What follows belongs to an exercise in optimizing a design on an open flow for small area; a production flow would make more cautious choices.
Only simulation tests tie the RTL to the original design; equivalence was not proved.
Power is estimated from default activity; no workload was simulated.

Setup of the reference run:
Design uart_secded_top, start of the top module:
module uart_secded_top (
  input        clk,
  input        reset_n,              
  input        trans,
  input  [7:0] bus_data_in,
  output       tx,
  output [2:0] tx_status,            
  output       wait_request_write,
  input        rx,
  input        read_en,
  output [2:0] rx_status,            
  output       wait_request_read,
  output [9:0] rx_dout,              
  output       rx_valid              
);
Settings: LEC_CHECK=0, CAP_MARGIN=20, CORE_MARGIN=2, CORE_UTILIZATION=65, PLACE_DENSITY=0.75, SLEW_MARGIN=20; clock period 20.0 ns.
standard.sh (not shown) runs the stock make flow with config.mk's settings and CLKGATE_MAP_FILE= SYNTH_SCRIPT=/design/flow/synth_recipe.tcl, a recipe that flattens the netlist after the stock synthesis.
==> flow/flow/run.sh <==
#!/bin/bash
# The standard ORFS layout (standard.sh), with three changes:
#  * synthesis maps with an area-oriented ABC script (flow/abc_area.script)
#    in place of ORFS's speed script; everything else in synthesis is
#    unchanged, so the registers are those of the standard synthesis;
#    adders are left to ABC too (no ORFS adder cell mapping);
#  * port buffers are sky130_fd_sc_hd__buf_1;
#  * the clock tree is built from clkbuf_4 cells in clusters of up to 12
#    sinks, without dummy loads.
# Each tool's output is in orfs/logs/...; make's output is in standard.log.
set -euo pipefail
HERE=$(pwd)
rm -rf "$HERE/scripts"
cp -r "$FLOW_HOME/scripts" "$HERE/scripts"
cp "$HERE/flow/abc_area.script" "$HERE/scripts/abc_speed.script"
export SCRIPTS_DIR="$HERE/scripts"
export ADDER_MAP_FILE=
export BUFFER_PORTS_ARGS="-buffer_cell sky130_fd_sc_hd__buf_1"
export CTS_ARGS="-sink_clustering_enable -repair_clock_nets -buf_list sky130_fd_sc_hd__clkbuf_4 -root_buf sky130_fd_sc_hd__clkbuf_4 -tree_buf sky130_fd_sc_hd__clkbuf_4 -sink_clustering_size 12 -sink_clustering_max_diameter 35 -dont_use_dummy_load"
bash standard.sh > standard.log 2>&1
==> flow/flow/abc_area.script <==
&get -n
&st
&syn2
&dch
&nf -R 1000 -p -a -F 8 -A 8
&put
topo
dnsize -c
For the trial run, these inputs were changed with respect to the reference run:
--- a/flow/design.v
+++ b/flow/design.v
@@ -880,24 +880,32 @@
   reg       txr;
   reg       txbit;
   wire       t_idle  = (tph == 4'd0);
   wire       t_start = (tph == 4'd5);
   wire       t_stop  = (tph[3:1] == 3'd7);
   wire       t_data  = ~t_idle & ~t_start & ~t_stop;
   wire       t_end   = (tsc == 4'd8);
   assign tx_done = (tph == 4'd15) & t_end;
   wire [3:0] hd = tr[63:60];
-  wire [7:0] code = {hd[0] ^ hd[1] ^ hd[2], hd[3], hd[2], hd[1],
-                     hd[1] ^ hd[2] ^ hd[3], hd[0],
-                     hd[0] ^ hd[2] ^ hd[3], hd[0] ^ hd[1] ^ hd[3]};
-  wire [3:0] tbi = tph - 4'd6;
+  reg  [3:0] cmask;
+  always @*
+    case (tph[2:0])
+      3'd6:    cmask = 4'b1011;    
+      3'd7:    cmask = 4'b1101;    
+      3'd0:    cmask = 4'b0001;    
+      3'd1:    cmask = 4'b1110;    
+      3'd2:    cmask = 4'b0010;    
+      3'd3:    cmask = 4'b0100;    
+      3'd4:    cmask = 4'b1000;    
+      default: cmask = 4'b0111;    
+    endcase
   always @(posedge clk)
-    if (t_data & (trp == 4'd15)) txbit <= code[tbi[2:0]];
+    if (t_data & (trp == 4'd15)) txbit <= ^(hd & cmask);
   always @(posedge clk or negedge reset_n)
     if (!reset_n) begin
       tph <= 4'd0; tsc <= 4'd0; txr <= 1'b1;
     end else if (tick) begin
       if (t_idle) begin
         tph <= tempty ? 4'd0 : 4'd5;
         tsc <= 4'd0;
       end else begin
         if (t_end) tph <= tph + 4'd1;
@@ -969,41 +977,43 @@
   reg [3:0]   rwp, rrp;        
   reg         nfetch, opend;
   wire        ofull  = ocnt[4];
   wire        oempty = (ocnt == 5'd0);
   wire        opush  = join_ok & (~ofull | wreq);
   wire        opop   = wreq & ~oempty;
   wire        c0     = oempty;
   wire        c1     = (ocnt == 5'd1);
   wire        c2     = (ocnt == 5'd2);
-  wire        rpush  = opush & ~c0 & ~(c1 & opop);
-  wire        fetch  = nfetch & (rrp == 4'd13);
-  wire        oins   = (join_ok & ~ofull & (rwp == 4'd13)) | (opend & (rwp == 4'd0));
+  wire        rpush  = opush & ~c0 & ~c1;
+  wire        ntap   = (rrp == 4'd11);
+  wire        fetch  = nfetch & ntap;
+  wire        pref   = join_ok & (c0 | c1) & ntap;
+  wire        ins_ok = ~(nfetch & (rrp == 4'd13));
+  wire        oins   = ins_ok & ((join_ok & ~ofull & (rwp == 4'd13)) | (opend & (rwp == 4'd0)));
   always @(posedge clk)
     orr <= {orr[129:0], oins ? wdata : orr[139:130]};
   always @(posedge clk) begin
-    if (tick & (c0 & opush | c1 & opush & opop)) hd_q <= wdata;
-    else if (tick & opop & ~c1)                  hd_q <= nx_q;
-    if (fetch) nx_q <= orr[139:130];
+    if (tick & (opop | c0)) hd_q <= nx_q;
+    if (fetch | pref)       nx_q <= orr[119:110];
   end
   function [3:0] inc14(input [3:0] p, input two);
     case (p)
       4'd12:   inc14 = two ? 4'd0 : 4'd13;
       4'd13:   inc14 = two ? 4'd1 : 4'd0;
       default: inc14 = p + (two ? 4'd2 : 4'd1);
     endcase
   endfunction
   always @(posedge clk or negedge reset_n)
     if (!reset_n) begin
       ocnt <= 5'd0; rwp <= 4'd0; rrp <= 4'd0; nfetch <= 1'b0; opend <= 1'b0;
     end else begin
       rwp <= inc14(rwp, tick & rpush);
       rrp <= inc14(rrp, fetch);
-      if (tick & (opop ? ~c1 & ~(c2 & ~opush) : c1 & opush)) nfetch <= 1'b1;
-      else if (fetch)                                 nfetch <= 1'b0;
-      if (tick & join_ok & ofull & wreq) opend <= 1'b1;
-      else if (rwp == 4'd0)              opend <= 1'b0;
+      if (tick & opop & ~c1 & ~(c2 & ~opush)) nfetch <= 1'b1;
+      else if (fetch)                         nfetch <= 1'b0;
+      if (tick & join_ok & ofull & wreq)         opend <= 1'b1;
+      else if (ins_ok & (rwp == 4'd0))           opend <= 1'b0;
       if (tick) ocnt <= ocnt + {4'd0, opush & ~opop} - {4'd0, opop & ~opush};
     end
   assign rx_dout  = hd_q;
   assign rx_valid = ~oempty;
 endmodule
## What came out
- Power delta (the reference run -> the trial run): insignificant
- On area growth from synthesis to final layout, the trial run and the reference run are basically level.
- Compared to the reference run, the routing of the trial run uses less wire.
- Total via count in the routed design was higher in the run labelled the reference run.
- The trial run vs the reference run, launch point of the critical path: read_en vs trans
- Synthesized cell count, the trial run vs the reference run: down by a few percent
- STATUS worst hold slack after final layout: the trial run wins against the reference run

## separate check: timing with driven ports
Ports are ideal in the flow. The routed layouts listed here were re-timed in OpenROAD.
Step 1 assumes that a clkbuf_16 drives the clock port and a buf_2 every other input.
Step 2 times the ports against the registers' clock, not the clock port: input delays grow and output delays shrink by t, the midpoint of the rising clock arrivals with the driver on.
Slacks: ideal / step 1 / step 2; pairs: ideal / step 1.
run	t (ns)	setup slack, ns	worst setup path at the end	worst register clock-pin slew, ns	cell pins on the clock port's net
the reference run	0.613	11.633 / 11.609 / 11.609	input to output	0.11 / 0.11	1
the trial run	0.612	11.641 / 11.617 / 11.617	input to output	0.11 / 0.11	1
After both steps every run listed still meets setup and hold.
